Background: an optimization exercise with open tools, aiming at small area, a short achievable clock period and few clock cycles per item. Do not read the settings as production practice.
Where RTL was checked, it was by simulation tests only, not by an equivalence proof against the original.
No functional check of the RTL was part of run 3.
Power figures rest on the tool's default switching activity, not on a simulated workload.

[design.v]
module md5_tables (
  input  wire [5:0]  step,
  output wire [7:0]  msel,
  output wire [3:0]  fsel,
  output wire [3:0]  rv,
  output wire [3:0]  ru,
  output wire        cl
);
  wire [63:0] msel_t0 = 64'h0040400018988444;
  assign msel[0] = msel_t0[step];
  wire [63:0] msel_t1 = 64'h1010080800404202;
  assign msel[1] = msel_t1[step];
  wire [63:0] msel_t2 = 64'h0000202000000080;
  assign msel[2] = msel_t2[step];
  wire [63:0] msel_t3 = 64'h0888800022220000;
  assign msel[3] = msel_t3[step];
  wire [63:0] msel_t4 = 64'h0000044440001111;
  assign msel[4] = msel_t4[step];
  wire [63:0] msel_t5 = 64'h2626111101010000;
  assign msel[5] = msel_t5[step];
  wire [63:0] msel_t6 = 64'h0101008084042020;
  assign msel[6] = msel_t6[step];
  wire [63:0] msel_t7 = 64'h0000020200000808;
  assign msel[7] = msel_t7[step];
  wire [63:0] fsel_t0 = 64'h0000000000007fff;
  assign fsel[0] = fsel_t0[step];
  wire [63:0] fsel_t1 = 64'h000000007fff8000;
  assign fsel[1] = fsel_t1[step];
  wire [63:0] fsel_t2 = 64'h00007fff80000000;
  assign fsel[2] = fsel_t2[step];
  wire [63:0] fsel_t3 = 64'h7fff800000000000;
  assign fsel[3] = fsel_t3[step];
  wire [63:0] rv_t0 = 64'h00000888f7770000;
  assign rv[0] = rv_t0[step];
  wire [63:0] rv_t1 = 64'h7777000008888000;
  assign rv[1] = rv_t1[step];
  wire [63:0] rv_t2 = 64'h0888b33300004444;
  assign rv[2] = rv_t2[step];
  wire [63:0] rv_t3 = 64'h0000444400003bbb;
  assign rv[3] = rv_t3[step];
  wire [63:0] ru_t0 = 64'h0888888888888888;
  assign ru[0] = ru_t0[step];
  wire [63:0] ru_t1 = 64'h1111111111111111;
  assign ru[1] = ru_t1[step];
  wire [63:0] ru_t2 = 64'h2222222222222222;
  assign ru[2] = ru_t2[step];
  wire [63:0] ru_t3 = 64'h4444444444444444;
  assign ru[3] = ru_t3[step];
  wire [63:0] cl_t0 = 64'h8000000000000000;
  assign cl = cl_t0[step];
endmodule
module md5_add (
  input  wire [31:0] a,
  input  wire [31:0] b,
  output wire [31:0] s
);
  wire [31:0] p = a ^ b;
  wire [31:0] gg = a & b;
  wire g1 = gg[1] | (p[1] & gg[0]);
  wire p1 = p[1] & p[0];
  wire g2 = gg[3] | (p[3] & gg[2]);
  wire p2 = p[3] & p[2];
  wire g3 = gg[5] | (p[5] & gg[4]);
  wire p3 = p[5] & p[4];
  wire g4 = gg[7] | (p[7] & gg[6]);
  wire p4 = p[7] & p[6];
  wire g5 = gg[9] | (p[9] & gg[8]);
  wire p5 = p[9] & p[8];
  wire g6 = gg[11] | (p[11] & gg[10]);
  wire p6 = p[11] & p[10];
  wire g7 = gg[13] | (p[13] & gg[12]);
  wire p7 = p[13] & p[12];
  wire g8 = gg[15] | (p[15] & gg[14]);
  wire p8 = p[15] & p[14];
  wire g9 = gg[17] | (p[17] & gg[16]);
  wire p9 = p[17] & p[16];
  wire g10 = gg[19] | (p[19] & gg[18]);
  wire p10 = p[19] & p[18];
  wire g11 = gg[21] | (p[21] & gg[20]);
  wire p11 = p[21] & p[20];
  wire g12 = gg[23] | (p[23] & gg[22]);
  wire p12 = p[23] & p[22];
  wire g13 = gg[25] | (p[25] & gg[24]);
  wire p13 = p[25] & p[24];
  wire g14 = gg[27] | (p[27] & gg[26]);
  wire p14 = p[27] & p[26];
  wire g15 = gg[29] | (p[29] & gg[28]);
  wire p15 = p[29] & p[28];
  wire g16 = gg[31] | (p[31] & gg[30]);
  wire p16 = p[31] & p[30];
  wire g17 = gg[2] | (p[2] & g1);
  wire p17 = p[2] & p1;
  wire g18 = g2 | (p2 & g1);
  wire p18 = p2 & p1;
  wire g19 = gg[6] | (p[6] & g3);
  wire p19 = p[6] & p3;
  wire g20 = g4 | (p4 & g3);
  wire p20 = p4 & p3;
  wire g21 = gg[10] | (p[10] & g5);
  wire p21 = p[10] & p5;
  wire g22 = g6 | (p6 & g5);
  wire p22 = p6 & p5;
  wire g23 = gg[14] | (p[14] & g7);
  wire p23 = p[14] & p7;
  wire g24 = g8 | (p8 & g7);
  wire p24 = p8 & p7;
  wire g25 = gg[18] | (p[18] & g9);
  wire p25 = p[18] & p9;
  wire g26 = g10 | (p10 & g9);
  wire p26 = p10 & p9;
  wire g27 = gg[22] | (p[22] & g11);
  wire p27 = p[22] & p11;
  wire g28 = g12 | (p12 & g11);
  wire p28 = p12 & p11;
  wire g29 = gg[26] | (p[26] & g13);
  wire p29 = p[26] & p13;
  wire g30 = g14 | (p14 & g13);
  wire p30 = p14 & p13;
  wire g31 = gg[30] | (p[30] & g15);
  wire p31 = p[30] & p15;
  wire g32 = g16 | (p16 & g15);
  wire p32 = p16 & p15;
  wire g33 = gg[4] | (p[4] & g18);
  wire p33 = p[4] & p18;
  wire g34 = g3 | (p3 & g18);
  wire p34 = p3 & p18;
  wire g35 = g19 | (p19 & g18);
  wire p35 = p19 & p18;
  wire g36 = g20 | (p20 & g18);
  wire p36 = p20 & p18;
  wire g37 = gg[12] | (p[12] & g22);
  wire p37 = p[12] & p22;
  wire g38 = g7 | (p7 & g22);
  wire p38 = p7 & p22;
  wire g39 = g23 | (p23 & g22);
  wire p39 = p23 & p22;
  wire g40 = g24 | (p24 & g22);
  wire p40 = p24 & p22;
  wire g41 = gg[20] | (p[20] & g26);
  wire p41 = p[20] & p26;
  wire g42 = g11 | (p11 & g26);
  wire p42 = p11 & p26;
  wire g43 = g27 | (p27 & g26);
  wire p43 = p27 & p26;
  wire g44 = g28 | (p28 & g26);
  wire p44 = p28 & p26;
  wire g45 = gg[28] | (p[28] & g30);
  wire p45 = p[28] & p30;
  wire g46 = g15 | (p15 & g30);
  wire p46 = p15 & p30;
  wire g47 = g31 | (p31 & g30);
  wire p47 = p31 & p30;
  wire g48 = g32 | (p32 & g30);
  wire p48 = p32 & p30;
  wire g49 = gg[8] | (p[8] & g36);
  wire p49 = p[8] & p36;
  wire g50 = g5 | (p5 & g36);
  wire p50 = p5 & p36;
  wire g51 = g21 | (p21 & g36);
  wire p51 = p21 & p36;
  wire g52 = g22 | (p22 & g36);
  wire p52 = p22 & p36;
  wire g53 = g37 | (p37 & g36);
  wire p53 = p37 & p36;
  wire g54 = g38 | (p38 & g36);
  wire p54 = p38 & p36;
  wire g55 = g39 | (p39 & g36);
  wire p55 = p39 & p36;
  wire g56 = g40 | (p40 & g36);
  wire p56 = p40 & p36;
  wire g57 = gg[24] | (p[24] & g44);
  wire p57 = p[24] & p44;
  wire g58 = g13 | (p13 & g44);
  wire p58 = p13 & p44;
  wire g59 = g29 | (p29 & g44);
  wire p59 = p29 & p44;
  wire g60 = g30 | (p30 & g44);
  wire p60 = p30 & p44;
  wire g61 = g45 | (p45 & g44);
  wire p61 = p45 & p44;
  wire g62 = g46 | (p46 & g44);
  wire p62 = p46 & p44;
  wire g63 = g47 | (p47 & g44);
  wire p63 = p47 & p44;
  wire g64 = g48 | (p48 & g44);
  wire p64 = p48 & p44;
  wire g65 = gg[16] | (p[16] & g56);
  wire p65 = p[16] & p56;
  wire g66 = g9 | (p9 & g56);
  wire p66 = p9 & p56;
  wire g67 = g25 | (p25 & g56);
  wire p67 = p25 & p56;
  wire g68 = g26 | (p26 & g56);
  wire p68 = p26 & p56;
  wire g69 = g41 | (p41 & g56);
  wire p69 = p41 & p56;
  wire g70 = g42 | (p42 & g56);
  wire p70 = p42 & p56;
  wire g71 = g43 | (p43 & g56);
  wire p71 = p43 & p56;
  wire g72 = g44 | (p44 & g56);
  wire p72 = p44 & p56;
  wire g73 = g57 | (p57 & g56);
  wire p73 = p57 & p56;
  wire g74 = g58 | (p58 & g56);
  wire p74 = p58 & p56;
  wire g75 = g59 | (p59 & g56);
  wire p75 = p59 & p56;
  wire g76 = g60 | (p60 & g56);
  wire p76 = p60 & p56;
  wire g77 = g61 | (p61 & g56);
  wire p77 = p61 & p56;
  wire g78 = g62 | (p62 & g56);
  wire p78 = p62 & p56;
  wire g79 = g63 | (p63 & g56);
  wire p79 = p63 & p56;
  wire g80 = g64 | (p64 & g56);
  wire p80 = p64 & p56;
  assign s = p ^ {g79, g78, g77, g76, g75, g74, g73, g72, g71, g70, g69, g68, g67, g66, g65, g56, g55, g54, g53, g52, g51, g50, g49, g36, g35, g34, g33, g18, g17, g1, gg[0], 1'b0};
endmodule
module md5_addbk (
  input  wire [31:0] a,
  input  wire [31:0] b,
  output wire [31:0] s
);
  wire [31:0] p = a ^ b;
  wire [31:0] gg = a & b;
  wire g1 = gg[1] | (p[1] & gg[0]);
  wire p1 = p[1] & p[0];
  wire g2 = gg[3] | (p[3] & gg[2]);
  wire p2 = p[3] & p[2];
  wire g3 = gg[5] | (p[5] & gg[4]);
  wire p3 = p[5] & p[4];
  wire g4 = gg[7] | (p[7] & gg[6]);
  wire p4 = p[7] & p[6];
  wire g5 = gg[9] | (p[9] & gg[8]);
  wire p5 = p[9] & p[8];
  wire g6 = gg[11] | (p[11] & gg[10]);
  wire p6 = p[11] & p[10];
  wire g7 = gg[13] | (p[13] & gg[12]);
  wire p7 = p[13] & p[12];
  wire g8 = gg[15] | (p[15] & gg[14]);
  wire p8 = p[15] & p[14];
  wire g9 = gg[17] | (p[17] & gg[16]);
  wire p9 = p[17] & p[16];
  wire g10 = gg[19] | (p[19] & gg[18]);
  wire p10 = p[19] & p[18];
  wire g11 = gg[21] | (p[21] & gg[20]);
  wire p11 = p[21] & p[20];
  wire g12 = gg[23] | (p[23] & gg[22]);
  wire p12 = p[23] & p[22];
  wire g13 = gg[25] | (p[25] & gg[24]);
  wire p13 = p[25] & p[24];
  wire g14 = gg[27] | (p[27] & gg[26]);
  wire p14 = p[27] & p[26];
  wire g15 = gg[29] | (p[29] & gg[28]);
  wire p15 = p[29] & p[28];
  wire g16 = gg[31] | (p[31] & gg[30]);
  wire p16 = p[31] & p[30];
  wire g17 = g2 | (p2 & g1);
  wire p17 = p2 & p1;
  wire g18 = g4 | (p4 & g3);
  wire p18 = p4 & p3;
  wire g19 = g6 | (p6 & g5);
  wire p19 = p6 & p5;
  wire g20 = g8 | (p8 & g7);
  wire p20 = p8 & p7;
  wire g21 = g10 | (p10 & g9);
  wire p21 = p10 & p9;
  wire g22 = g12 | (p12 & g11);
  wire p22 = p12 & p11;
  wire g23 = g14 | (p14 & g13);
  wire p23 = p14 & p13;
  wire g24 = g16 | (p16 & g15);
  wire p24 = p16 & p15;
  wire g25 = g18 | (p18 & g17);
  wire p25 = p18 & p17;
  wire g26 = g20 | (p20 & g19);
  wire p26 = p20 & p19;
  wire g27 = g22 | (p22 & g21);
  wire p27 = p22 & p21;
  wire g28 = g24 | (p24 & g23);
  wire p28 = p24 & p23;
  wire g29 = g26 | (p26 & g25);
  wire p29 = p26 & p25;
  wire g30 = g28 | (p28 & g27);
  wire p30 = p28 & p27;
  wire g31 = g30 | (p30 & g29);
  wire p31 = p30 & p29;
  wire g32 = g27 | (p27 & g29);
  wire p32 = p27 & p29;
  wire g33 = g19 | (p19 & g25);
  wire p33 = p19 & p25;
  wire g34 = g21 | (p21 & g29);
  wire p34 = p21 & p29;
  wire g35 = g23 | (p23 & g32);
  wire p35 = p23 & p32;
  wire g36 = g3 | (p3 & g17);
  wire p36 = p3 & p17;
  wire g37 = g5 | (p5 & g25);
  wire p37 = p5 & p25;
  wire g38 = g7 | (p7 & g33);
  wire p38 = p7 & p33;
  wire g39 = g9 | (p9 & g29);
  wire p39 = p9 & p29;
  wire g40 = g11 | (p11 & g34);
  wire p40 = p11 & p34;
  wire g41 = g13 | (p13 & g32);
  wire p41 = p13 & p32;
  wire g42 = g15 | (p15 & g35);
  wire p42 = p15 & p35;
  wire g43 = gg[2] | (p[2] & g1);
  wire p43 = p[2] & p1;
  wire g44 = gg[4] | (p[4] & g17);
  wire p44 = p[4] & p17;
  wire g45 = gg[6] | (p[6] & g36);
  wire p45 = p[6] & p36;
  wire g46 = gg[8] | (p[8] & g25);
  wire p46 = p[8] & p25;
  wire g47 = gg[10] | (p[10] & g37);
  wire p47 = p[10] & p37;
  wire g48 = gg[12] | (p[12] & g33);
  wire p48 = p[12] & p33;
  wire g49 = gg[14] | (p[14] & g38);
  wire p49 = p[14] & p38;
  wire g50 = gg[16] | (p[16] & g29);
  wire p50 = p[16] & p29;
  wire g51 = gg[18] | (p[18] & g39);
  wire p51 = p[18] & p39;
  wire g52 = gg[20] | (p[20] & g34);
  wire p52 = p[20] & p34;
  wire g53 = gg[22] | (p[22] & g40);
  wire p53 = p[22] & p40;
  wire g54 = gg[24] | (p[24] & g32);
  wire p54 = p[24] & p32;
  wire g55 = gg[26] | (p[26] & g41);
  wire p55 = p[26] & p41;
  wire g56 = gg[28] | (p[28] & g35);
  wire p56 = p[28] & p35;
  wire g57 = gg[30] | (p[30] & g42);
  wire p57 = p[30] & p42;
  assign s = p ^ {g57, g42, g56, g35, g55, g41, g54, g32, g53, g40, g52, g34, g51, g39, g50, g29, g49, g38, g48, g33, g47, g37, g46, g25, g45, g36, g44, g17, g43, g1, gg[0], 1'b0};
endmodule
module md5_ktab (
  input  wire [5:0]  step,
  output wire [31:0] k
);
  wire [63:0] t0 = 64'h7a77af08971d29b5;
  assign k[0] = t0[step];
  wire [63:0] t1 = 64'h944d80c161ca5e9f;
  assign k[1] = t1[step];
  wire [63:0] t2 = 64'h8951eb4607c41286;
  assign k[2] = t2[step];
  wire [63:0] t3 = 64'h1052148a3a2612cf;
  assign k[3] = t3[step];
  wire [63:0] t4 = 64'hb93a94a0188d0b51;
  assign k[4] = t4[step];
  wire [63:0] t5 = 64'h9a933cb90a42678e;
  assign k[5] = t5[step];
  wire [63:0] t6 = 64'h80f478f45aedc043;
  assign k[6] = t6[step];
  wire [63:0] t7 = 64'h36ad99c8bbf21bc7;
  assign k[7] = t7[step];
  wire [63:0] t8 = 64'h63258a994de2dfa4;
  assign k[8] = t8[step];
  wire [63:0] t9 = 64'h7dc1e0dc98b3939e;
  assign k[9] = t9[step];
  wire [63:0] t10 = 64'h84f8b2e8a3da42be;
  assign k[10] = t10[step];
  wire [63:0] t11 = 64'h046c9a7e65612146;
  assign k[11] = t11[step];
  wire [63:0] t12 = 64'hbe74bf62c22d8fe1;
  assign k[12] = t12[step];
  wire [63:0] t13 = 64'h4cd3d1e7cc30c881;
  assign k[13] = t13[step];
  wire [63:0] t14 = 64'hbdfcb45da4731b9b;
  assign k[14] = t14[step];
  wire [63:0] t15 = 64'h389a8c2c8c7282ea;
  assign k[15] = t15[step];
  wire [63:0] t16 = 64'h551649f39df4110a;
  assign k[16] = t16[step];
  wire [63:0] t17 = 64'hbc16997c7ea74128;
  assign k[17] = t17[step];
  wire [63:0] t18 = 64'h70b9252f198f63ae;
  assign k[18] = t18[step];
  wire [63:0] t19 = 64'h0adceb7d7a055b06;
  assign k[19] = t19[step];
  wire [63:0] t20 = 64'h9c070c7dc3a37f16;
  assign k[20] = t20[step];
  wire [63:0] t21 = 64'h88d0f1b6fcd63117;
  assign k[21] = t21[step];
  wire [63:0] t22 = 64'h54140d0adf6993a4;
  assign k[22] = t22[step];
  wire [63:0] t23 = 64'h30733fff4d722d4a;
  assign k[23] = t23[step];
  wire [63:0] t24 = 64'h6d7d940bf6e22fee;
  assign k[24] = t24[step];
  wire [63:0] t25 = 64'h77d998b8d0ad5588;
  assign k[25] = t25[step];
  wire [63:0] t26 = 64'h4efe7b37fb25592d;
  assign k[26] = t26[step];
  wire [63:0] t27 = 64'h3adb14eb6c122ff0;
  assign k[27] = t27[step];
  wire [63:0] t28 = 64'h8c92553249144924;
  assign k[28] = t28[step];
  wire [63:0] t29 = 64'h7dd748f75d635d75;
  assign k[29] = t29[step];
  wire [63:0] t30 = 64'h66d6ed9b5bb6ed6e;
  assign k[30] = t30[step];
  wire [63:0] t31 = 64'h2dbb6db6edb6dbb6;
  assign k[31] = t31[step];
endmodule
module MD5_custom_SIMD_instruction (clk, reset,
	in_v, rd, vrd1, vrd2,
		in_data, in_vdata1, in_vdata2,
	out_v, out_rd, out_vrd1, out_vrd2,
		out_data, out_vdata1, out_vdata2);
	input clk, reset;
	input in_v;
	input [4:0] rd;
	input [2:0] vrd1, vrd2;
	input [32-1:0] in_data;
	input [256-1:0] in_vdata1, in_vdata2;
	output out_v;
	output [4:0] out_rd;
	output [2:0] out_vrd1, out_vrd2;
	output [32-1:0] out_data;
	output [256-1:0] out_vdata1, out_vdata2;
	wire [511:0] min = {in_vdata2, in_vdata1};
	reg        busy, fin, outv, first;
	reg [5:0]  cnt;
	reg [4:0]  t_rd;
	reg [2:0]  t_vrd1, t_vrd2;
	reg [31:0] b, c, d, t;
	reg [31:0] ring [0:15];
	reg [7:0]  mr;
	reg [3:0]  fs;     
	reg [3:0]  fs2;    
	reg [31:0] kr;     
	reg [3:0]  rv;
	reg [3:0]  ru;
	reg        cl;
	reg        run;    
	wire       last = busy & (cnt == 6'd63);
	wire [31:0] kadd;
	wire [7:0]  msel;
	wire [3:0]  fsel, rvn;
	wire [3:0]  run_;
	wire        cln;
	md5_tables tab (.step(cnt), .msel(msel), .fsel(fsel), .rv(rvn), .ru(run_), .cl(cln));
	wire        pol = ~cnt[0] & ~fin;
	wire [31:0] mword = {32{pol}} ^ (
		({32{mr[0]}} & ring[0]) |
		({32{mr[1]}} & ring[1]) |
		({32{mr[2]}} & ring[2]) |
		({32{mr[3]}} & ring[3]) |
		({32{mr[4]}} & ring[5]) |
		({32{mr[5]}} & ring[8]) |
		({32{mr[6]}} & ring[9]) |
		({32{mr[7]}} & ring[10]));
	wire [5:0]  nstep = cnt + 6'd1;
	wire [1:0]  nround = nstep[5:4];
	wire [31:0] kt;
	md5_ktab ktab (.step(cnt), .k(kt));
	wire [31:0] ts = d ^ kr ^ mword;
	wire [31:0] tc = (d & kr) | (d & mword) | (kr & mword);
	wire [31:0] tsum;
	md5_addbk addt (.a(ts), .b({tc[30:0], 1'b0}), .s(tsum));
	wire [31:0] cxd = c ^ d;
	wire [31:0] fs32a = {{16{fs2[0]}}, {16{fs[0]}}};
	wire [31:0] fs32b = {{16{fs2[1]}}, {16{fs[1]}}};
	wire [31:0] fs32c = {{16{fs2[2]}}, {16{fs[2]}}};
	wire [31:0] fs32d = {{16{fs2[3]}}, {16{fs[3]}}};
	wire [31:0] f1 = ({32{first}} & 32'hd76aa477) | (fs32a & c) | (fs32b & (c | d)) | (fs32c & ~cxd) | (fs32d & ~c);
	wire [31:0] f0 = ({32{first}} & 32'hd76aa477) | (fs32a & d) | (fs32b & (c & ~d)) | (fs32c & cxd) | (fs32d & ~cxd);
	wire [31:0] f = (b & f1) | (~b & f0);
	wire [31:0] x;
	md5_add addx (.a(f), .b(t), .s(x));
	wire [31:0] z =
		({32{rv[0]}} & x) |
		({32{rv[1]}} & {x[30:0], x[31:31]}) |
		({32{rv[2]}} & {x[29:0], x[31:30]}) |
		({32{rv[3]}} & {x[28:0], x[31:29]});
	wire [31:0] y =
		({32{ru[0]}} & {z[27:0], z[31:28]}) |
		({32{ru[1]}} & {z[22:0], z[31:23]}) |
		({32{ru[2]}} & {z[17:0], z[31:18]}) |
		({32{ru[3]}} & {z[11:0], z[31:12]}) |
		({32{cl}} & 32'hefcdab89);
	wire [31:0] bn;
	md5_add addb (.a(b & {32{run}}), .b(y), .s(bn));
	wire [31:0] dn;
	md5_addbk addd (.a(c), .b({32{fin}} & 32'h98badcfe), .s(dn));
	integer j;
	always @(posedge clk) begin
		if (reset) begin
			run <= 1'b0;
			busy <= 1'b0;
			fin <= 1'b0;
			outv <= 1'b0;
		end else begin
			run <= busy | in_v;
			busy <= busy ? ~last : in_v;
			fin <= last;
			outv <= fin;
		end
		first <= ~run;
		cnt <= busy ? cnt + 6'd1 : 6'd0;
		mr <= busy ? msel : 8'd4;
		fs <= busy ? fsel : 4'd0;
		rv <= reset ? 4'd0 : busy ? rvn : in_v ? 4'd8 : 4'd0;
		ru <= reset ? 4'd0 : busy ? run_ : in_v ? 4'd1 : 4'd0;
		cl <= reset | (busy ? cln : ~in_v);
		fs2 <= (busy & (cnt != 6'd63)) ? (4'd1 << nround) : 4'd0;
		kr <= busy ? kt : 32'he8c7b756;
		b <= bn;
		if (run) begin
			c <= fin ? t : b;    
			d <= dn;
			t <= tsum;
			for (j = 0; j < 16; j = j + 1) ring[(j+1)%16] <= ~ring[j];
		end else begin
			c <= 32'h98badcfe; d <= 32'h10325476;
			t <= min[31:0];
			t_rd <= rd; t_vrd1 <= vrd1; t_vrd2 <= vrd2;
			ring[1] <= ~min[31:0];
			ring[2] <= ~min[63:32];
			ring[4] <= ~min[95:64];
			ring[15] <= ~min[127:96];
			ring[13] <= ~min[159:128];
			ring[6] <= ~min[191:160];
			ring[0] <= ~min[223:192];
			ring[3] <= ~min[255:224];
			ring[9] <= ~min[287:256];
			ring[10] <= ~min[319:288];
			ring[12] <= ~min[351:320];
			ring[7] <= ~min[383:352];
			ring[5] <= ~min[415:384];
			ring[14] <= ~min[447:416];
			ring[8] <= ~min[479:448];
			ring[11] <= ~min[511:480];
		end
	end
	assign out_v = outv;
	assign out_rd = t_rd;
	assign out_vrd1 = t_vrd1;
	assign out_vrd2 = t_vrd2;
	assign out_data = 32'd0;
	assign out_vdata2 = {256{1'b0}};
	assign out_vdata1 = {128'd0, t, d, b, c};
endmodule
[flow/run.sh]
#!/bin/bash
# ORFS layout (the standard.sh) with: the full-adder and half-adder cells kept out of
# synthesis and layout (the platform's don't-use list plus fa/ha), a tighter setup-repair
# target, free resizing, and minimum-size port buffers.
set -euo pipefail
DU="sky130_fd_sc_hd__probe_p_8 sky130_fd_sc_hd__probec_p_8 sky130_fd_sc_hd__lpflow_bleeder_1 sky130_fd_sc_hd__lpflow_clkbufkapwr_1 sky130_fd_sc_hd__lpflow_clkbufkapwr_16 sky130_fd_sc_hd__lpflow_clkbufkapwr_2 sky130_fd_sc_hd__lpflow_clkbufkapwr_4 sky130_fd_sc_hd__lpflow_clkbufkapwr_8 sky130_fd_sc_hd__lpflow_clkinvkapwr_1 sky130_fd_sc_hd__lpflow_clkinvkapwr_16 sky130_fd_sc_hd__lpflow_clkinvkapwr_2 sky130_fd_sc_hd__lpflow_clkinvkapwr_4 sky130_fd_sc_hd__lpflow_clkinvkapwr_8 sky130_fd_sc_hd__lpflow_decapkapwr_12 sky130_fd_sc_hd__lpflow_decapkapwr_3 sky130_fd_sc_hd__lpflow_decapkapwr_4 sky130_fd_sc_hd__lpflow_decapkapwr_6 sky130_fd_sc_hd__lpflow_decapkapwr_8 sky130_fd_sc_hd__lpflow_inputiso0n_1 sky130_fd_sc_hd__lpflow_inputiso0p_1 sky130_fd_sc_hd__lpflow_inputiso1n_1 sky130_fd_sc_hd__lpflow_inputiso1p_1 sky130_fd_sc_hd__lpflow_inputisolatch_1 sky130_fd_sc_hd__lpflow_isobufsrc_1 sky130_fd_sc_hd__lpflow_isobufsrc_16 sky130_fd_sc_hd__lpflow_isobufsrc_2 sky130_fd_sc_hd__lpflow_isobufsrc_4 sky130_fd_sc_hd__lpflow_isobufsrc_8 sky130_fd_sc_hd__lpflow_isobufsrckapwr_16 sky130_fd_sc_hd__lpflow_lsbuf_lh_hl_isowell_tap_1 sky130_fd_sc_hd__lpflow_lsbuf_lh_hl_isowell_tap_2 sky130_fd_sc_hd__lpflow_lsbuf_lh_hl_isowell_tap_4 sky130_fd_sc_hd__lpflow_lsbuf_lh_isowell_4 sky130_fd_sc_hd__lpflow_lsbuf_lh_isowell_tap_1 sky130_fd_sc_hd__lpflow_lsbuf_lh_isowell_tap_2 sky130_fd_sc_hd__lpflow_lsbuf_lh_isowell_tap_4 sky130_fd_sc_hd__fa_1 sky130_fd_sc_hd__fa_2 sky130_fd_sc_hd__fa_4 sky130_fd_sc_hd__ha_1 sky130_fd_sc_hd__ha_2 sky130_fd_sc_hd__ha_4"
bash standard.sh "DONT_USE_CELLS=$DU" SETUP_SLACK_MARGIN=8.6 MATCH_CELL_FOOTPRINT=0 SKIP_GATE_CLONING=1 SKIP_REPAIR_TIE_FANOUT=1 "BUFFER_PORTS_ARGS=-buffer_cell sky130_fd_sc_hd__buf_1" finish > standard.log 2>&1
[standard.sh]
#!/bin/bash
# synth_recipe.tcl (not shown) runs the flow's synth.tcl, then flattens the netlist and writes it again
# the make line also repeats each setting of config.mk as NAME=value (left out here)
make -C /OpenROAD-flow-scripts/flow DESIGN_CONFIG=/design/flow/config.mk WORK_HOME=/design/flow/orfs CLKGATE_MAP_FILE= SYNTH_SCRIPT=/design/flow/synth_recipe.tcl "${@:-finish}"
[config.mk]
export PLATFORM = sky130hd
export DESIGN_NAME = MD5_custom_SIMD_instruction
export DESIGN_NICKNAME = MD5_custom_SIMD_instruction
export VERILOG_FILES = /design/flow/design.v
export SDC_FILE = /design/flow/constraint.sdc
export NUM_CORES = 8
export LEC_CHECK = 0
export ABC_AREA = 1
export CAP_MARGIN = 20
export CORE_AREA = 5 5 375 375
export CTS_CLUSTER_DIAMETER = 80
export CTS_CLUSTER_SIZE = 28
export DIE_AREA = 0 0 380 380
export SLEW_MARGIN = 20
export TNS_END_PERCENT = 0
[constraint.sdc]
create_clock -name core_clock -period 12.0 [get_ports {clk}]
set_input_delay 2.4000 -clock core_clock [delete_from_list [all_inputs] [get_ports {clk}]]
set_output_delay 2.4000 -clock core_clock [all_outputs]
set_load 0.01 [all_outputs]
==> metrics.csv, run 1 <==
stage;metric;value;unit
drt;postRouteAntennaNets;0;
sta;final-setup-viol-count;0;
cts;htree_levels;2;
die;die_w;380;µm
critical_path;path_buf_inv;3;
sta;fin_crit_sh;34.98;%
placement;dpl.hpwl;137500;µm
drt;dr.pass1.iters;5;
critical_path;cp_data_arrival_time;4.70;ns
logic_synthesis;synth.ff_latch_count;719;
drt;drt_iter0_markers;3159;
die;core;135800;µm²
drt;drcViolationCount;0;
cts;clock_tree.root_cell;clkbuf_16;
die;dieArea;144400;µm²
logic_synthesis;netlist.area_leader.share;35.96;%
grt;grt_pass1_wl;243600;µm
drt;vias;36250;
logic_synthesis;synth_area_leader_cell;dfxtp_1;
grt;antenna_found_initial;25;
sta;fin_skew;0.05695;ns
sta;finalMaxSlewViolations;0;
logic_synthesis;netlist_area;39420;µm²
sta;setup_tns;0;ns
cts;worstSkewPairLatency;0.69;ns
cts;cts_tree;done;
logic_synthesis;netlist-cell-type-count;69;
logic_synthesis;synth-edff-count;11;
run;cap_violations;0;
critical_path;cp.required;12.51;ns
grt;grt_overflow;0;
sta;relSlewSlack;25.77;%
sta;hold_viol_final;0;
cts;clkTransAtPathRegs;0.11;ns
sta;worstMarginPinSlew;1.113;ns
drt;wl;174500;µm
grt;first_global_vias;34120;
die;fp.dieH;380;µm
power;leakage;18.85;nW
logic_synthesis;synth_common_cells;nand2_1, dfxtp_1, inv_1, buf_4, mux2i_1;
grt;grt_max_degree;417;
cells_and_area;final_nets;6010;
sta;fmax;0.2382;GHz
critical_path;cp_slowest_cell;dfxtp_1;
logic_synthesis;synthArstFlopShare;0;%
logic_synthesis;synth_area_leaders;dfxtp_1, nand2_1, mux2i_1;
cts;cts_buffers;46;
cells_and_area;syn_to_final_growth;9.300;%
cells_and_area;fin_cells;7280;
grt;groute.usage.overall;22.82;%
sta;rsz0062_at_grt;true;
power;pwr_density_cell;170.8;nW/µm²
critical_path;crit_type;flip-flop to flip-flop;
status;status;finished clean;
cells_and_area;drive_above_1_share;7.659;%
critical_path;worst_setup_path_start_kind;flip-flop;
drt;wl_per_cell;23.96;µm
critical_path;crit_fanout;22;
logic_synthesis;yosys_warnings;2;
cts;cts_hold_buf;0;
cts;clock_path_buffers;3;
logic_synthesis;yosysMostFrequentCell;nand2_1;
power;vdd.ir_drop.worst;0.0001131;V
sta;period_needed;4.197;ns
drt;vias_per_cell;4.979;
cts;cts.sinks;719;
die;start_util;29.03;%
die;fp-row-count;135;
critical_path;cp-end-kind;flip-flop;
logic_synthesis;syn_area_per_cell;7.452;µm²
die;ios;1114;
logic_synthesis;synth_flop_cell;dfxtp_1;
power;total_power;7.357;mW
logic_synthesis;seq_area_frac_synth;36.79;%
placement;dpl.cell_count;7149;
placement;place_congestion;0.9571;
logic_synthesis;syn_inst;5290;
critical_path;critical_path.max_stage_delay;0.34;ns
min_path;hold_class;flip-flop to flip-flop;
critical_path;cpLargestDelayFamily;simple AND/OR/NAND/NOR gates;
critical_path;cp_common_cell;nand2_1;
placement;portBuffers;665;
placed cells by master, fill, tap and decap left out, types with 13 or more instances in the layout:
master     synthesis  layout
clkbuf_16          0      46
diode_2            0      15
o221ai_1          15      15
o211ai_1          39      39
buf_4            434      59
or2_2             27      27
nor2_2            17      30
nand3_2            9      17
nand3_1          347     339
o22ai_1           14      13
xor2_1            93      86
buf_1             39     663
mux2i_1          420     420
xnor2_1           37      37
dfxtp_4            0      18
o21ai_1           13      16
o21bai_1          29      29
nor3_1            33      30
a21oi_1          211     204
inv_1            462     454
nor2_1           392     376
dfxtp_1          708     655
inv_2             24      24
nand2_2           29      40
o21ai_0          285     279
a221oi_1          29      29
o2111ai_1         25      21
nand2_1         1194    1180
dfxtp_2            0      35
nand4_1           56      56
stage by stage:
stage          util [%]  hold slack [ns]  setup WS [ns]  cell area (µm²)
2_1_floorplan         -           0.3908          8.591            39440
3_3_place_gp      29.78           0.3934          6.670            40450
3_5_place_dp      29.78           0.3979          6.646            40450
4_1_cts           31.52           0.3948          7.858            42810
5_1_grt           31.71           0.4160          7.447            43070
6_report          31.73           0.3841          7.803            43090
registers in the layout, indices dropped and copies added, names as in the netlist, 3 cells and up:
signal  count
b          32
c          32
cnt         6
d          32
fs          4
fs2         4
kr         32
mr          8
ring      512
ru          4
rv          4
t          32
t_rd        5
t_vrd1      3
t_vrd2      3
worst paths after layout:
path	cells after the start	slack, ns	to	from
setup / recovery	27	7.80	t[30]	mr[2]
hold / removal	1	0.38	ring[15][5]	ring[14][5]
setup reg to reg	27	7.80	t[30]	mr[2]
hold reg to reg	1	0.38	ring[15][5]	ring[14][5]
layer usage:
metal	GRT usage (%)	part of all wire, %
met2	38.11	46
met5	0	0.033
met3	4.461	7.8
met1	29.62	42
met4	7.461	3.5
worst reg2reg max path: cells and delay by family, from the launching register on:
kind	cells	cell delay [ns]
DFF	1	0.34
and+or+nand+nor	19	2.21
xor gates and xnor gates	1	0.26
AOI/OAI and AO/OA	4	0.59
buffers and inverters	3	0.63
final cells by class:
class | instances | area, µm²
diodes | 15 | 37.54
clock buffers | 52 | 1194
clock inverters | 28 | 523.0
fillers | 14740 | 92720
inverters | 493 | 1879
multi-input cells | 3444 | 19290
flip-flops and latches | 719 | 14620
well taps | 1781 | 2228
repair buffers | 748 | 3313
report_power, final:
part,total [mW],switching [mW],internal (mW)
registers,3.06,0.373,2.69
logic,2.40,1.62,0.783
clock network,1.89,1.05,0.837
total,7.36,3.05,4.31
logic make-up after synthesis:
| family | synth area share [%] |
|---|---|
| mux | 10.66 |
| buf+inv | 15.15 |
| flops | 36.79 |
| other cells | 0.009513 |
| simple gates | 22.89 |
| xor+xnor | 2.971 |
| compound gates | 11.52 |
what timing repair did:
| item | in CTS | in global routing |
|---|---|---|
| endpoints found under the setup margin | 228 | 232 |
| setup buffers | 28 | 8 |
| gates resized for setup | 124 | 59 |
| pin swaps | 15 | 11 |
Testbench counts, summed over its fixed seeds: cycles 105,600, hashes 1,600.
==> inputs of run 2 (changes only) <==
==> flow/run.sh (replaced) <==
#!/bin/bash
# ORFS layout (the standard.sh) with: the full-adder and half-adder cells kept out of
# synthesis and layout (the platform's don't-use list plus fa/ha), a tighter setup-repair
# target, free resizing, and minimum-size port buffers.
set -euo pipefail
DU="sky130_fd_sc_hd__probe_p_8 sky130_fd_sc_hd__probec_p_8 sky130_fd_sc_hd__lpflow_bleeder_1 sky130_fd_sc_hd__lpflow_clkbufkapwr_1 sky130_fd_sc_hd__lpflow_clkbufkapwr_16 sky130_fd_sc_hd__lpflow_clkbufkapwr_2 sky130_fd_sc_hd__lpflow_clkbufkapwr_4 sky130_fd_sc_hd__lpflow_clkbufkapwr_8 sky130_fd_sc_hd__lpflow_clkinvkapwr_1 sky130_fd_sc_hd__lpflow_clkinvkapwr_16 sky130_fd_sc_hd__lpflow_clkinvkapwr_2 sky130_fd_sc_hd__lpflow_clkinvkapwr_4 sky130_fd_sc_hd__lpflow_clkinvkapwr_8 sky130_fd_sc_hd__lpflow_decapkapwr_12 sky130_fd_sc_hd__lpflow_decapkapwr_3 sky130_fd_sc_hd__lpflow_decapkapwr_4 sky130_fd_sc_hd__lpflow_decapkapwr_6 sky130_fd_sc_hd__lpflow_decapkapwr_8 sky130_fd_sc_hd__lpflow_inputiso0n_1 sky130_fd_sc_hd__lpflow_inputiso0p_1 sky130_fd_sc_hd__lpflow_inputiso1n_1 sky130_fd_sc_hd__lpflow_inputiso1p_1 sky130_fd_sc_hd__lpflow_inputisolatch_1 sky130_fd_sc_hd__lpflow_isobufsrc_1 sky130_fd_sc_hd__lpflow_isobufsrc_16 sky130_fd_sc_hd__lpflow_isobufsrc_2 sky130_fd_sc_hd__lpflow_isobufsrc_4 sky130_fd_sc_hd__lpflow_isobufsrc_8 sky130_fd_sc_hd__lpflow_isobufsrckapwr_16 sky130_fd_sc_hd__lpflow_lsbuf_lh_hl_isowell_tap_1 sky130_fd_sc_hd__lpflow_lsbuf_lh_hl_isowell_tap_2 sky130_fd_sc_hd__lpflow_lsbuf_lh_hl_isowell_tap_4 sky130_fd_sc_hd__lpflow_lsbuf_lh_isowell_4 sky130_fd_sc_hd__lpflow_lsbuf_lh_isowell_tap_1 sky130_fd_sc_hd__lpflow_lsbuf_lh_isowell_tap_2 sky130_fd_sc_hd__lpflow_lsbuf_lh_isowell_tap_4 sky130_fd_sc_hd__fa_1 sky130_fd_sc_hd__fa_2 sky130_fd_sc_hd__fa_4 sky130_fd_sc_hd__ha_1 sky130_fd_sc_hd__ha_2 sky130_fd_sc_hd__ha_4"
bash standard.sh "DONT_USE_CELLS=$DU" SETUP_SLACK_MARGIN=9 MATCH_CELL_FOOTPRINT=0 SKIP_GATE_CLONING=1 "BUFFER_PORTS_ARGS=-buffer_cell sky130_fd_sc_hd__buf_1" finish > standard.log 2>&1
==> run 2 against run 1 <==
Compared with the run above:
- global-route usage fell by 0.13 points
- maximum frequency fell by 2.0%
- count of clock-buffer cells in the layout rose by 1
- combinational power rose by 4%
- sequential share of layout area fell by 1.9 points
- via count rose by 3.3%
- critical endpoint is now b[26]
==> metrics.csv, run 2 <==
stage;metric;value;unit;change
grt;grt_max_degree;171;;-59%
grt;first_global_vias;34820;;+2.1%
drt;vias;37450;;+3.3%
cells_and_area;largest_reg_flops;512;;unchanged
critical_path;crit_type;flip-flop to flip-flop;;
sta;period_needed;4.282;ns;+0.08483 ns
placement;portBuffers;665;;unchanged
sta;rsz0062_at_grt;true;;
critical_path;cp.required;12.57;ns;+0.06 ns
critical_path;cp-end-kind;flip-flop;;
critical_path;worst_setup_path_start_kind;flip-flop;;
logic_synthesis;yosysMostFrequentCell;nand2_1;;
placement;dpl.cell_count;7570;;+5.9%
drt;wl_per_cell;22.71;µm;-5.2%
logic_synthesis;syn_area_per_cell;7.452;µm²;unchanged
logic_synthesis;synth_common_cells;nand2_1, dfxtp_1, inv_1, buf_4, mux2i_1;;
logic_synthesis;netlist_area;39420;µm²;unchanged
critical_path;crit_fanout;8;;-64%
logic_synthesis;synth_flop_cell;dfxtp_1;;
logic_synthesis;syn_inst;5290;;unchanged
placement;dpl.hpwl;137300;µm;-0.14%
power;total_power;7.550;mW;+2.6%
critical_path;cp_slowest_cell;dfxtp_1;;
status;status;finished clean;;
die;ios;1114;;unchanged
cts;cts_hold_buf;0;;unchanged
die;dieArea;144400;µm²;unchanged
drt;dr.pass1.iters;8;;+3
grt;antenna_found_initial;39;;+56%
logic_synthesis;yosys_warnings;2;;unchanged
min_path;hold_class;flip-flop to flip-flop;;
critical_path;critical_path.max_stage_delay;0.61;ns;+0.27 ns
logic_synthesis;synth_area_leader_cell;dfxtp_1;;
power;vdd.ir_drop.worst;0.0001246;V;+10%
cells_and_area;regMostFlops;ring;;
cts;clock_tree.root_cell;clkbuf_16;;
sta;fin_crit_sh;35.69;%;+0.71 points
cts;cts_buffers;51;;+11%
cells_and_area;layout_commonest_cell;nand2_1;;
grt;grt_pass1_wl;242900;µm;-0.28%
sta;fmax;0.2335;GHz;-2.0%
cells_and_area;fin_cells;7747;;+6.4%
grt;groute.usage.overall;22.69;%;-0.13 points
sta;setup_tns;0;ns;unchanged
drt;vias_per_cell;4.834;;-2.9%
logic_synthesis;synthArstFlopShare;0;%;unchanged
die;start_util;29.03;%;unchanged
cts;clock_path_buffers;3;;unchanged
sta;relSlewSlack;21.53;%;-4.2 points
cts;worstSkewPairLatency;0.70;ns;about the same
run;cap_violations;0;;unchanged
logic_synthesis;netlist-cell-type-count;69;;unchanged
grt;grt_overflow;0;;unchanged
cts;htree_levels;2;;unchanged
cts;cts_tree;done;;
logic_synthesis;synth_area_leaders;dfxtp_1, nand2_1, mux2i_1;;
die;die_w;380;µm;unchanged
logic_synthesis;seq_area_frac_synth;36.79;%;unchanged
cells_and_area;final_nets;6470;;+7.7%
sta;worstMarginPinSlew;1.175;ns;+0.06192 ns
logic_synthesis;synth.ff_latch_count;719;;unchanged
sta;fin_skew;0.04461;ns;-0.01234 ns
die;fp.dieH;380;µm;unchanged
sta;hold_viol_final;0;;unchanged
sta;final-setup-viol-count;0;;unchanged
cts;clkTransAtPathRegs;0.10;ns;about the same
placement;place_congestion;0.9769;;+2.1%
cells_and_area;mostFrequentLayoutCells;nand2_1, buf_1, dfxtp_1, inv_1, mux2i_1;;
cts;cts.sinks;719;;unchanged
logic_synthesis;synth-edff-count;11;;unchanged
power;leakage;20.63;nW;+9.4%
critical_path;cp_common_cell;nand2_1;;
die;core;135800;µm²;unchanged
drt;wl;175900;µm;+0.85%
drt;drcViolationCount;0;;unchanged
die;fp-row-count;135;;unchanged
power;pwr_density_cell;165.5;nW/µm²;-3.1%
critical_path;cp_data_arrival_time;4.85;ns;+0.15 ns
cells_and_area;syn_to_final_growth;15.74;%;
drt;postRouteAntennaNets;0;;unchanged
logic_synthesis;netlist.area_leader.share;35.96;%;unchanged
drt;drt_iter0_markers;3066;;-2.9%
cells_and_area;drive_above_1_share;8.642;%;+0.98 points
sta;finalMaxSlewViolations;0;;unchanged
## run 2: timing repair
item / CTS / global route
gates resized for setup: 120 / 136
buffers inserted: 42 / 28
endpoints found under the setup margin: 297 / 308
pin swaps: 24 / 38
## run 2: per-layer routing
| layer | global-route usage (%) | routed length, µm | share of wire [%] | up-vias |
|---|---|---|---|---|
| met5 | 0 | 171 | 0.097 | - |
| met4 | 8.246 | 7525 | 4.3 | 24 |
| met3 | 4.758 | 14670 | 8.3 | 310 |
| met2 | 38.10 | 81090 | 46 | 1771 |
| met1 | 28.75 | 72490 | 41 | 17540 |
| li1 | - | - | - | 17800 |
## run 2: worst paths after layout
path	startpoint	slack [ns]	cells after the start	endpoint
setup / recovery	c[15]	7.72	37	b[26]
hold / removal	ring[15][3]	0.39	1	ring[0][3]
setup reg to reg	c[15]	7.72	37	b[26]
hold reg to reg	ring[15][3]	0.39	1	ring[0][3]
## run 2: area by class of cell
type | instances | area [µm²]
antenna | 18 | 45.04
fill | 14460 | 90180
tap | 1781 | 2228
timing repair buffer | 788 | 3805
clock inverter | 36 | 666.9
sequential | 719 | 14590
clock buffer | 53 | 1294
inverter | 493 | 1903
multi-input combinational | 3859 | 21090
## run 2: cells by family after synthesis
| kind of cell | count (synthesis) | synth area share, % |
|---|---|---|
| muxes | 420 | 10.66 |
| DFF | 719 | 36.79 |
| and+or+nand+nor | 2133 | 22.89 |
| xor gates and xnor gates | 132 | 2.971 |
| buffers and inverters | 1127 | 15.15 |
| other | 1 | 0.009513 |
| AOI/OAI and AO/OA | 758 | 11.52 |
## run 2: worst max-delay path, delay by kind of cell (launching register included)
kind | cells | cell delay (ns)
buffers and inverters | 4 | 0.46
flip-flops | 1 | 0.61
AND/OR/NAND/NOR | 33 | 3.05
## run 2: power by group
group	internal [mW]	leakage (nW)	total [mW]	switching, mW
Combinational	0.847	13.6	2.50	1.65
Sequential	2.69	6.06	3.03	0.337
Clock	0.894	0.916	2.02	1.13
Total	4.43	20.6	7.55	3.12
## run 2: per-stage QoR
step                util, %  setup slack, ns  hold WS, ns  area, µm²
detailed placement    30.98            6.386       0.3976      42070
global placement      30.98            6.395       0.3928      42070
global route          33.58            7.439       0.4069      45600
CTS                   33.03            7.835       0.3869      44850
floorplan                 -            8.591       0.3908      40990
finish                33.59            7.718       0.3933      45620
==> inputs of run 3 (changes only) <==
--- a/design.v
+++ b/design.v
@@ -435,7 +435,6 @@
 	reg [31:0] ring [0:15];
 	reg [7:0]  mr;
 	reg [3:0]  fs;     
-	reg [3:0]  fs2;    
 	reg [31:0] kr;     
 	reg [3:0]  rv;
 	reg [3:0]  ru;
@@ -467,10 +466,10 @@
 	wire [31:0] tsum;
 	md5_addbk addt (.a(ts), .b({tc[30:0], 1'b0}), .s(tsum));
 	wire [31:0] cxd = c ^ d;
-	wire [31:0] fs32a = {{16{fs2[0]}}, {16{fs[0]}}};
-	wire [31:0] fs32b = {{16{fs2[1]}}, {16{fs[1]}}};
-	wire [31:0] fs32c = {{16{fs2[2]}}, {16{fs[2]}}};
-	wire [31:0] fs32d = {{16{fs2[3]}}, {16{fs[3]}}};
+	wire [31:0] fs32a = {32{fs[0]}};
+	wire [31:0] fs32b = {32{fs[1]}};
+	wire [31:0] fs32c = {32{fs[2]}};
+	wire [31:0] fs32d = {32{fs[3]}};
 	wire [31:0] f1 = ({32{first}} & 32'hd76aa477) | (fs32a & c) | (fs32b & (c | d)) | (fs32c & ~cxd) | (fs32d & ~c);
 	wire [31:0] f0 = ({32{first}} & 32'hd76aa477) | (fs32a & d) | (fs32b & (c & ~d)) | (fs32c & cxd) | (fs32d & ~cxd);
 	wire [31:0] f = (b & f1) | (~b & f0);
@@ -490,7 +489,7 @@
 	wire [31:0] bn;
 	md5_add addb (.a(b & {32{run}}), .b(y), .s(bn));
 	wire [31:0] dn;
-	md5_addbk addd (.a(c), .b({32{fin}} & 32'h98badcfe), .s(dn));
+	md5_addbk addd (.a(c & {32{run}}), .b(({32{fin}} & 32'h98badcfe) | ({32{~run}} & 32'h10325476)), .s(dn));
 	integer j;
 	always @(posedge clk) begin
 		if (reset) begin
@@ -511,16 +510,15 @@
 		rv <= reset ? 4'd0 : busy ? rvn : in_v ? 4'd8 : 4'd0;
 		ru <= reset ? 4'd0 : busy ? run_ : in_v ? 4'd1 : 4'd0;
 		cl <= reset | (busy ? cln : ~in_v);
-		fs2 <= (busy & (cnt != 6'd63)) ? (4'd1 << nround) : 4'd0;
 		kr <= busy ? kt : 32'he8c7b756;
 		b <= bn;
+		d <= dn;
 		if (run) begin
 			c <= fin ? t : b;    
-			d <= dn;
 			t <= tsum;
 			for (j = 0; j < 16; j = j + 1) ring[(j+1)%16] <= ~ring[j];
 		end else begin
-			c <= 32'h98badcfe; d <= 32'h10325476;
+			c <= 32'h98badcfe;
 			t <= min[31:0];
 			t_rd <= rd; t_vrd1 <= vrd1; t_vrd2 <= vrd2;
 			ring[1] <= ~min[31:0];
==> flow/run.sh (replaced) <==
#!/bin/bash
# ORFS layout (the standard.sh) with: the full-adder and half-adder cells kept out of
# synthesis and layout (the platform's don't-use list plus fa/ha), a tighter setup-repair
# target, free resizing, and minimum-size port buffers.
set -euo pipefail
DU="sky130_fd_sc_hd__probe_p_8 sky130_fd_sc_hd__probec_p_8 sky130_fd_sc_hd__lpflow_bleeder_1 sky130_fd_sc_hd__lpflow_clkbufkapwr_1 sky130_fd_sc_hd__lpflow_clkbufkapwr_16 sky130_fd_sc_hd__lpflow_clkbufkapwr_2 sky130_fd_sc_hd__lpflow_clkbufkapwr_4 sky130_fd_sc_hd__lpflow_clkbufkapwr_8 sky130_fd_sc_hd__lpflow_clkinvkapwr_1 sky130_fd_sc_hd__lpflow_clkinvkapwr_16 sky130_fd_sc_hd__lpflow_clkinvkapwr_2 sky130_fd_sc_hd__lpflow_clkinvkapwr_4 sky130_fd_sc_hd__lpflow_clkinvkapwr_8 sky130_fd_sc_hd__lpflow_decapkapwr_12 sky130_fd_sc_hd__lpflow_decapkapwr_3 sky130_fd_sc_hd__lpflow_decapkapwr_4 sky130_fd_sc_hd__lpflow_decapkapwr_6 sky130_fd_sc_hd__lpflow_decapkapwr_8 sky130_fd_sc_hd__lpflow_inputiso0n_1 sky130_fd_sc_hd__lpflow_inputiso0p_1 sky130_fd_sc_hd__lpflow_inputiso1n_1 sky130_fd_sc_hd__lpflow_inputiso1p_1 sky130_fd_sc_hd__lpflow_inputisolatch_1 sky130_fd_sc_hd__lpflow_isobufsrc_1 sky130_fd_sc_hd__lpflow_isobufsrc_16 sky130_fd_sc_hd__lpflow_isobufsrc_2 sky130_fd_sc_hd__lpflow_isobufsrc_4 sky130_fd_sc_hd__lpflow_isobufsrc_8 sky130_fd_sc_hd__lpflow_isobufsrckapwr_16 sky130_fd_sc_hd__lpflow_lsbuf_lh_hl_isowell_tap_1 sky130_fd_sc_hd__lpflow_lsbuf_lh_hl_isowell_tap_2 sky130_fd_sc_hd__lpflow_lsbuf_lh_hl_isowell_tap_4 sky130_fd_sc_hd__lpflow_lsbuf_lh_isowell_4 sky130_fd_sc_hd__lpflow_lsbuf_lh_isowell_tap_1 sky130_fd_sc_hd__lpflow_lsbuf_lh_isowell_tap_2 sky130_fd_sc_hd__lpflow_lsbuf_lh_isowell_tap_4 sky130_fd_sc_hd__fa_1 sky130_fd_sc_hd__fa_2 sky130_fd_sc_hd__fa_4 sky130_fd_sc_hd__ha_1 sky130_fd_sc_hd__ha_2 sky130_fd_sc_hd__ha_4"
bash standard.sh "DONT_USE_CELLS=$DU" SETUP_SLACK_MARGIN=9 MATCH_CELL_FOOTPRINT=0 SKIP_GATE_CLONING=1 SKIP_REPAIR_TIE_FANOUT=1 "BUFFER_PORTS_ARGS=-buffer_cell sky130_fd_sc_hd__buf_1" finish > standard.log 2>&1
==> run 3 against run 2 <==
Compared with the run above:
- maximum frequency shrank 0.93%
- largest power group unchanged
- still clean
- first-iteration DRC count grew 20%
- area after synthesis shrank 0.13%
- sequential cell count shrank 4
- largest cell class unchanged
- clock skew grew 0.011 ns
- non-clock buffer count grew 12
- sequential power is essentially flat
- highest routed layer unchanged
- sequential share of layout area grew 1.1 points
==> metrics.csv, run 3 <==
stage;metric;value;unit;change
status;status;finished clean;;
critical_path;cp_data_arrival_time;4.88;ns;+0.03 ns
power;pwr_density_cell;168.1;nW/µm²;+1.6%
sta;fin_skew;0.05550;ns;+0.01089 ns
cells_and_area;n_fill_cell;14670;;+1.4%
placement;dpl_worst_slack;6.589;ns;+0.2039 ns
min_path;hold_class;flip-flop to flip-flop;;
logic_synthesis;synth.ff_latch_count;715;;-0.56%
logic_synthesis;synthArstFlopShare;0;%;unchanged
grt;antenna_found_initial;46;;+18%
logic_synthesis;synth-edff-count;11;;unchanged
cts;cts_buffers;44;;-14%
cts;cts_tree;done;;
cells_and_area;final_util;32.23;%;-1.4 points
sta;setup_tns;0;ns;unchanged
sta;finalMaxSlewViolations;0;;unchanged
cts;cts.sinks;715;;-0.56%
placement;place_congestion;0.9643;;-1.3%
min_path;hold_depth;1;;unchanged
cts;clock_path_buffers;3;;unchanged
min_path;min_from;ring[4][6];;
power;total_power;7.359;mW;-2.5%
cells_and_area;fin_cells;7341;;-5.2%
logic_synthesis;synth_area_leaders;dfxtp_1, nand2_1, mux2i_1;;
cells_and_area;stdcell_area;43770;µm²;-4.1%
cells_and_area;drive_above_1_share;9.249;%;+0.61 points
sta;rsz0062_at_grt;true;;
placement;dpl.cell_count;7165;;-5.4%
cells_and_area;regMostFlops;ring;;
logic_synthesis;synth_area_leader_cell;dfxtp_1;;
drt;vias_per_cell;5.061;;+4.7%
cells_and_area;syn_to_final_growth;11.20;%;
grt;groute.usage.overall;23.77;%;+1.1 points
sta;fin_crit_sh;36.02;%;+0.34 points
critical_path;crit_fanout;11;;+3
drt;dr.pass1.iters;6;;-2
critical_path;worst_setup_path_start_kind;flip-flop;;
power;pwr-share-comb;35.1;%;+2.0 points
die;core;135800;µm²;unchanged
die;ios;1114;;unchanged
critical_path;cp_slowest_cell;dfxtp_4;;
grt;grt_max_degree;417;;+140%
critical_path;cp.required;12.56;ns;about the same
cells_and_area;largest_reg_flops;512;;unchanged
die;dieArea;144400;µm²;unchanged
drt;drt_iter0_markers;3687;;+20%
logic_synthesis;syn_inst;5296;;+0.11%
sta;fin_ws;7.677;ns;-0.04029 ns
cells_and_area;layout_commonest_cell;nand2_1;;
drt;drcViolationCount;0;;unchanged
cts;clkTransAtPathRegs;0.10;ns;about the same
critical_path;reg2reg_to;b[30];;
cells_and_area;mostFrequentLayoutCells;nand2_1, dfxtp_1, buf_1, inv_1, mux2i_1;;
drt;vias;37150;;-0.79%
critical_path;cp_common_cell;nand2_1;;
sta;period_needed;4.323;ns;+0.04029 ns
run;cap_violations;0;;unchanged
critical_path;r2r_cells;28;;-24%
critical_path;r2r-start;fs[1];;
sta;relSlewSlack;23.74;%;+2.2 points
logic_synthesis;synth_common_cells;nand2_1, dfxtp_1, inv_1, buf_4, mux2i_1;;
die;start_util;28.99;%;-0.039 points
logic_synthesis;netlist-cell-type-count;66;;-4.3%
grt;grt_pass1_wl;251700;µm;+3.6%
logic_synthesis;synth_flop_cell;dfxtp_1;;
logic_synthesis;netlist_area;39370;µm²;-0.13%
power;seqPwrFrac;40.8;%;+0.7 points
power;p_sw;3.079;mW;-1.3%
logic_synthesis;yosys_warnings;2;;unchanged
drt;wl;184000;µm;+4.6%
die;die_w;380;µm;unchanged
sta;final-setup-viol-count;0;;unchanged
critical_path;r2r_setup_slack;7.68;ns;-0.04 ns
placement;dpl.hpwl;142500;µm;+3.8%
die;fp-row-count;135;;unchanged
critical_path;crit_type;flip-flop to flip-flop;;
grt;grt_overflow;0;;unchanged
power;swShare;41.85;%;+0.52 points
power;vdd.ir_drop.worst;0.0001287;V;+3.2%
cts;htree_levels;2;;unchanged
placement;portBuffers;665;;unchanged
die;fp.dieH;380;µm;unchanged
placement;dpl_cell_area;40520;µm²;-3.7%
cts;clock_tree.root_cell;clkbuf_16;;
logic_synthesis;netlist.area_leader.share;35.80;%;-0.16 points
sta;hold_viol_final;0;;unchanged
critical_path;cp-end-kind;flip-flop;;
power;p_clk_share;24.0;%;-2.8 points
cells_and_area;final_nets;6067;;-6.2%
cts;worstSkewPairLatency;0.67;ns;-0.03 ns
critical_path;critical_path.max_stage_delay;0.42;ns;-0.19 ns
logic_synthesis;yosysMostFrequentCell;nand2_1;;
power;p_int;4.279;mW;-3.4%
logic_synthesis;syn_area_per_cell;7.433;µm²;-0.25%
sta;hold_slack;0.3913;ns;-0.002018 ns
logic_synthesis;seq_area_frac_synth;36.64;%;-0.15 points
grt;first_global_vias;34750;;-0.19%
power;leakage;19.20;nW;-6.9%
cts;cts_hold_buf;0;;unchanged
drt;postRouteAntennaNets;0;;unchanged
min_path;worst_hold_path.endpoint;ring[5][6];;
sta;worstMarginPinSlew;1.140;ns;-0.03576 ns
sta;fmax;0.2313;GHz;-0.93%
drt;wl_per_cell;25.07;µm;+10%
## run 3: changes by cell type in the layout (fill, tap and decap cells not counted), moves of 22 or more
cell | before | now
o21ai_0 | 278 | 256
conb_1 | 416 | 1
xor2_1 | 89 | 111
nor2_1 | 369 | 321
o22ai_1 | 13 | 41
inv_2 | 18 | 41
nand2_1 | 1163 | 1195
## run 3: area by class of cell
| type | count | area (µm²) | area share [%] |
|---|---|---|---|
| Multi-Input combinational cell | 3449 | 19560 | 44.68 |
| Sequential cell | 715 | 14480 | 33.08 |
| Timing Repair Buffer | 800 | 3948 | 9.018 |
| Tap cell | 1781 | 2228 | 5.091 |
| Inverter | 499 | 1934 | 4.419 |
| Clock buffer | 48 | 1116 | 2.550 |
| Clock inverter | 25 | 447.9 | 1.023 |
| Antenna cell | 24 | 60.06 | 0.1372 |
## run 3: timing repair
item	4_1_cts	5_1_grt
gates resized for setup	109	124
pin swaps	18	41
buffers inserted	42	37
endpoints found under the setup margin	340	348
gates cloned	0	0
## run 3: kinds of logic after synthesis
family	count (synthesis)	share of synthesized area [%]
flip-flops	715	36.64
XOR/XNOR	152	3.382
AO/OA/AOI/OAI	734	11.11
adder cells (fa/ha/maj)	2	0.05086
multiplexers	405	10.30
buffers and inverters	1132	15.12
other	1	0.009526
AND/OR/NAND/NOR	2155	23.39
## run 3: power groups by stage
stage	combinational, mW	sequential [mW]	clock [mW]
final	2.59	3.00	1.77
after global routing	2.84	3.03	1.89
after CTS	2.45	2.99	1.81
after detailed placement	2.37	3.05	0
after floorplan	1.70	2.91	0
after global placement	2.34	3.04	0
## run 3: layer usage
layer / routed length [µm] / GRT usage [%]
met1: 71800 / 28.32
met3: 15600 / 5.552
met5: 116 / 0
met4: 10090 / 10.74
met2: 86450 / 40.71
## run 3: how the worst max path moves through the flow
stage / startpoint / endpoint / slack (ns)
5_1_grt: fs[2] / b[23] / 7.41
3_5_place_dp: fs[1] / b[20] / 6.59
3_3_place_gp: fin / t[31] / 6.60
4_1_cts: fs[0] / b[20] / 7.77
2_1_floorplan: fs[0] / b[22] / 8.53
6_report: fs[1] / b[30] / 7.68
## run 3: critical path: cells and delay by family, from the launching register on
| kind | cells | cell delay [ns] |
|---|---|---|
| AO/OA/AOI/OAI | 2 | 0.33 |
| buffers and inverters | 5 | 0.74 |
| AND/OR/NAND/NOR | 20 | 2.40 |
| flip-flops | 1 | 0.42 |
| XOR/XNOR | 1 | 0.27 |

==> re-timing with driven ports <==
How much do the figures lean on ideal ports? The routed layouts below were timed once more, with nothing changed but the port constraints. Step 1 assumes that a clkbuf_16 drives the clock port and a buf_2 every other input. Step 2 times the ports against the registers' clock, not the clock port: input delays grow and output delays shrink by t, the midpoint of the rising clock arrivals with the driver on. Three values: ideal, step 1, step 2; two values: the first two.
| run | shift t [ns] | slack for setup (ns) | hold WS [ns] | slew at the worst register clock pin (ns) |
|---|---|---|---|---|
| run 1 | 0.728 | 7.803 / 7.803 / 7.803 | 0.384 / 0.384 / 0.384 | 0.11 / 0.11 |
| run 2 | 0.752 | 7.718 / 7.718 / 7.718 | 0.393 / 0.393 / 0.393 | 0.11 / 0.11 |
| run 3 | 0.717 | 7.677 / 7.677 / 7.677 | 0.391 / 0.391 / 0.391 | 0.11 / 0.11 |
After both steps every run listed still meets setup and hold.
